Background: an optimization exercise with open tools, aiming at small area, a short achievable clock period and few clock cycles. Do not read the settings as production practice. Only simulation tests tie the RTL to the original design; equivalence was not proved. No activity file was given, so power comes from the tool's default toggle rates.

Setup of build 42:
==> flow/design.v (excerpt) <==
module mycpu
  (
   input  logic        clk,
   input  logic        rst_n,
   output logic [15:0] a_out,
   input  logic [15:0] d_in,
   output logic [15:0] d_out,
   input  logic [15:0] io_in,
   output logic        wen_out,
   output logic        iom_out
   );
Size in the first run: ~1600 cells after synthesis, ~290 flip-flops, about 68 I/O pins, ~18000 sq um of cells after synthesis.
export LEC_CHECK = 0
export CAP_MARGIN = 20
export CORE_MARGIN = 2
export CORE_UTILIZATION = 50
export CTS_CLUSTER_DIAMETER = 100
export CTS_CLUSTER_SIZE = 25
export PLACE_DENSITY = 0.75
export SLEW_MARGIN = 20
create_clock -name core_clock -period 12.0 [get_ports {clk}]
standard.sh (not shown) runs the stock make flow with config.mk's settings and CLKGATE_MAP_FILE= SYNTH_SCRIPT=/design/flow/synth_recipe.tcl, a recipe that flattens the netlist after the stock synthesis.
==> flow/flow/run.sh <==
#!/bin/bash
# Standard layout; port buffers are buf_2 cells and repair_timing aims for extra setup slack.
set -euo pipefail
bash standard.sh "BUFFER_PORTS_ARGS=-buffer_cell sky130_fd_sc_hd__buf_2" SETUP_SLACK_MARGIN=8.5 finish > standard.log 2>&1
Build 42: flow completed, timing, DRC and antenna clean
Testbench counts of build 42, summed over its fixed seeds: cycles 261,871.
Relative to build 42, the following input files were edited for build 61:
- changing CORE_UTILIZATION from 50 to 40
- removing PLACE_DENSITY (formerly 0.75)
- setting GPL_TIMING_DRIVEN to 1 for the first time
## What came out
Combinational power in build 61 vs build 42: down about 2%. Wire length on met3: build 61 vs build 42 down 20%. Build 42 → build 61: smallest hold slack flat, first-iteration DRC count saw a decrease, clock network power share level.
Modified inputs, build 68 compared to build 61
- GPL_TIMING_DRIVEN: 1 -> unset
==> comparison <==
- Any difference in share of synthesized cell area in full adder, half adder and majority cells between build 61 and build 68 is small enough to ignore.
- Power density normalized to cell area: build 61 vs build 68 identical
- As far as highest net fanout along the worst path is concerned, build 68 and build 61 perform about the same.
- Comparing build 61 against build 68, there is no change at all in number of clock buffers inserted by TritonCTS.
- Wire length after detailed routing: build 61 vs build 68 identical
- The data required time at the worst endpoint was comparable across build 68 and build 61.
Input-level comparison between build 76 and build 68:
- a change of CORE_UTILIZATION from 40 to 60
- a change of CTS_CLUSTER_SIZE from 25 to 30
- a change of CTS_CLUSTER_DIAMETER from 100 to 60
Diff build 68 -> build 76: count of plain and timing-repair buffers picked up an extra about 4%, number of gates given a new drive strength after cts now smaller, multi-input combinational cell count saw little to no change, setup slack shrank by 0.032 ns, largest fanout on the critical path decreased by 1 relative to the old numbers. Per the comparison of build 76 with build 68, via count up about 1.2%; sequential portion of the cell area down 0.46 points.
#### Input delta (build 34 over build 76)
- CTS_CLUSTER_DIAMETER: 60 -> unset
- CTS_CLUSTER_SIZE: 30 -> unset
- CORE_UTILIZATION: 60 -> 40
## What came out
- Build 76 consumes less power than build 34.
- The final reports for build 34 and build 76 show via count higher in the former.
- Launch point of the worst path = oa[6]$_DFFE_PP_: build 76; launch point of the worst path = oa[7]$_DFFE_PP_: build 34
- In build 34 relative to build 76, power consumed by combinational cells had gone up by a few percent.
- Setup slack: build 34 more than build 76
- As far as clock skew is concerned, build 34 and build 76 perform about the same.
- The relative contribution of the clock network to total power reported for build 34 is greater than that of build 76 by 2.4 points.
- Build 76 → build 34: cell area after layout went up 540 sq um, number of top-level pins held steady.
- Summary of build 34 over build 76: number of antenna violations at the first check in global routing dropped 1; final period utilization dropped 0.25 points; placed cell area climbed 190 sq um.

* * *

Another version of the RTL of mycpu (not shown whole).
For scale: ~290 flip-flops, about 0.018 mm^2 of cells after synthesis.
==> flow/config.mk <==
export PLATFORM = sky130hd
export DESIGN_NAME = mycpu
export DESIGN_NICKNAME = mycpu
export VERILOG_FILES = /design/flow/design.v
export SDC_FILE = /design/flow/constraint.sdc
export NUM_CORES = 4
export LEC_CHECK = 0
export CAP_MARGIN = 20
export CORE_MARGIN = 2
export CORE_UTILIZATION = 40
export CTS_CLUSTER_DIAMETER = 100
export CTS_CLUSTER_SIZE = 25
export SLEW_MARGIN = 20
==> flow/constraint.sdc <==
create_clock -name core_clock -period 12.0 [get_ports {clk}]
set_input_delay 2.4000 -clock core_clock [delete_from_list [all_inputs] [get_ports {clk}]]
set_output_delay 2.4000 -clock core_clock [all_outputs]
set_load 0.01 [all_outputs]
==> flow/flow/run.sh <==
#!/bin/bash
# Standard layout; port buffers are buf_2 cells and repair_timing aims for extra setup slack.
set -euo pipefail
bash standard.sh "BUFFER_PORTS_ARGS=-buffer_cell sky130_fd_sc_hd__buf_2" SETUP_SLACK_MARGIN=8.3 finish > standard.log 2>&1
The first run passed the timing, design-rule and antenna checks.
Testbench counts at the start, summed over its fixed seeds: cycles 261,871.
Next try:
==> flow/flow/run.sh (replaced) <==
#!/bin/bash
# Standard layout; port buffers are buf_2 cells and repair_timing aims for extra setup slack.
set -euo pipefail
bash standard.sh "BUFFER_PORTS_ARGS=-buffer_cell sky130_fd_sc_hd__buf_2" SETUP_SLACK_MARGIN=8.5 finish > standard.log 2>&1
Global-route usage came out higher by 0.43 points.
Clock power came out higher slightly.
Power came out higher slightly.
Via count came out higher slightly.
Synthesized cell count stays the same.
Setup slack gains 0.12 ns.
Routed wire length came out higher slightly.
Final cell count came out higher slightly.
Critical path depth came out lower by 9.
Next try:
==> flow/flow/run.sh (replaced) <==
#!/bin/bash
# Standard layout; port buffers are buf_2 cells and repair_timing aims for extra setup slack.
set -euo pipefail
bash standard.sh "BUFFER_PORTS_ARGS=-buffer_cell sky130_fd_sc_hd__buf_2" SETUP_SLACK_MARGIN=8.8 finish > standard.log 2>&1
What happened:
- sequential power stays flat
- worst hold slack is better by 0.015 ns
- count of clock-buffer cells in the layout stays the same
- synthesized area stays the same
- via count is higher by 2.4%
- cell area is higher by 6.7%
- non-clock buffer count rose by 63
- critical path depth does not change
Next try:
==> flow/flow/run.sh (replaced) <==
#!/bin/bash
# Standard layout; port buffers are buf_2 cells and repair_timing aims for extra setup slack.
set -euo pipefail
bash standard.sh "BUFFER_PORTS_ARGS=-buffer_cell sky130_fd_sc_hd__buf_2" SETUP_SLACK_MARGIN=8.5 finish > standard.log 2>&1
Settings changed: CTS_CLUSTER_DIAMETER 100 to 90, CTS_CLUSTER_SIZE 25 to 30.
- worst setup slack got worse by 0.025 ns
- wire length shrinks by a few percent
- cell count came out lower by a few percent
- core utilization falls by 2.7 points
- combinational power went down by about a fifth
- non-clock buffer count fell by 63
- via count drops by a few percent
- worst hold slack loses 0.014 ns
- fmax falls slightly
- register-to-register slack loses 0.13 ns

[afterwards: timing with drivers on the ports]
The flow's constraints put no driver on any port. The routed layouts listed below were extracted and timed again, unchanged, in two steps.
Step 1, drivers: a clkbuf_16 drives clk and a buf_2 each remaining input, both assumed.
Step 2 times the ports against the registers' clock, not the clock port: input delays grow and output delays shrink by t, the midpoint of the rising clock arrivals with the driver on.
Slacks: no drivers / after step 1 / after step 2; pairs: no drivers / after step 1.
run | shift t [ns] | setup slack, ns | slew at the worst register clock pin (ns) | cell pins on the clock port's net
build 42 | 0.564 | 8.402 / 8.402 / 8.298 | 0.11 / 0.11 | 1
build 61 | 0.579 | 8.455 / 8.421 / 8.257 | 0.11 / 0.11 | 1
build 68 | 0.579 | 8.455 / 8.421 / 8.257 | 0.11 / 0.11 | 1
build 76 | 0.619 | 8.424 / 8.424 / 8.259 | 0.10 / 0.10 | 1
build 34 | 0.603 | 8.454 / 8.417 / 8.275 | 0.07 / 0.07 | 1
the first run of note 2 | 0.593 | 8.351 / 8.351 / 8.297 | 0.11 / 0.11 | 1
the second run of note 2 | 0.593 | 8.466 / 8.407 / 8.246 | 0.11 / 0.11 | 1
the third run of note 2 | 0.591 | 8.463 / 8.406 / 8.310 | 0.11 / 0.11 | 1
the fourth run of note 2 | 0.611 | 8.438 / 8.381 / 8.333 | 0.12 / 0.12 | 1
After both steps setup and hold are still met in every run listed. For the second run of note 2, which loses most, drivers alone change the setup slack by -0.059 ns; drivers and shift together by -0.220 ns.
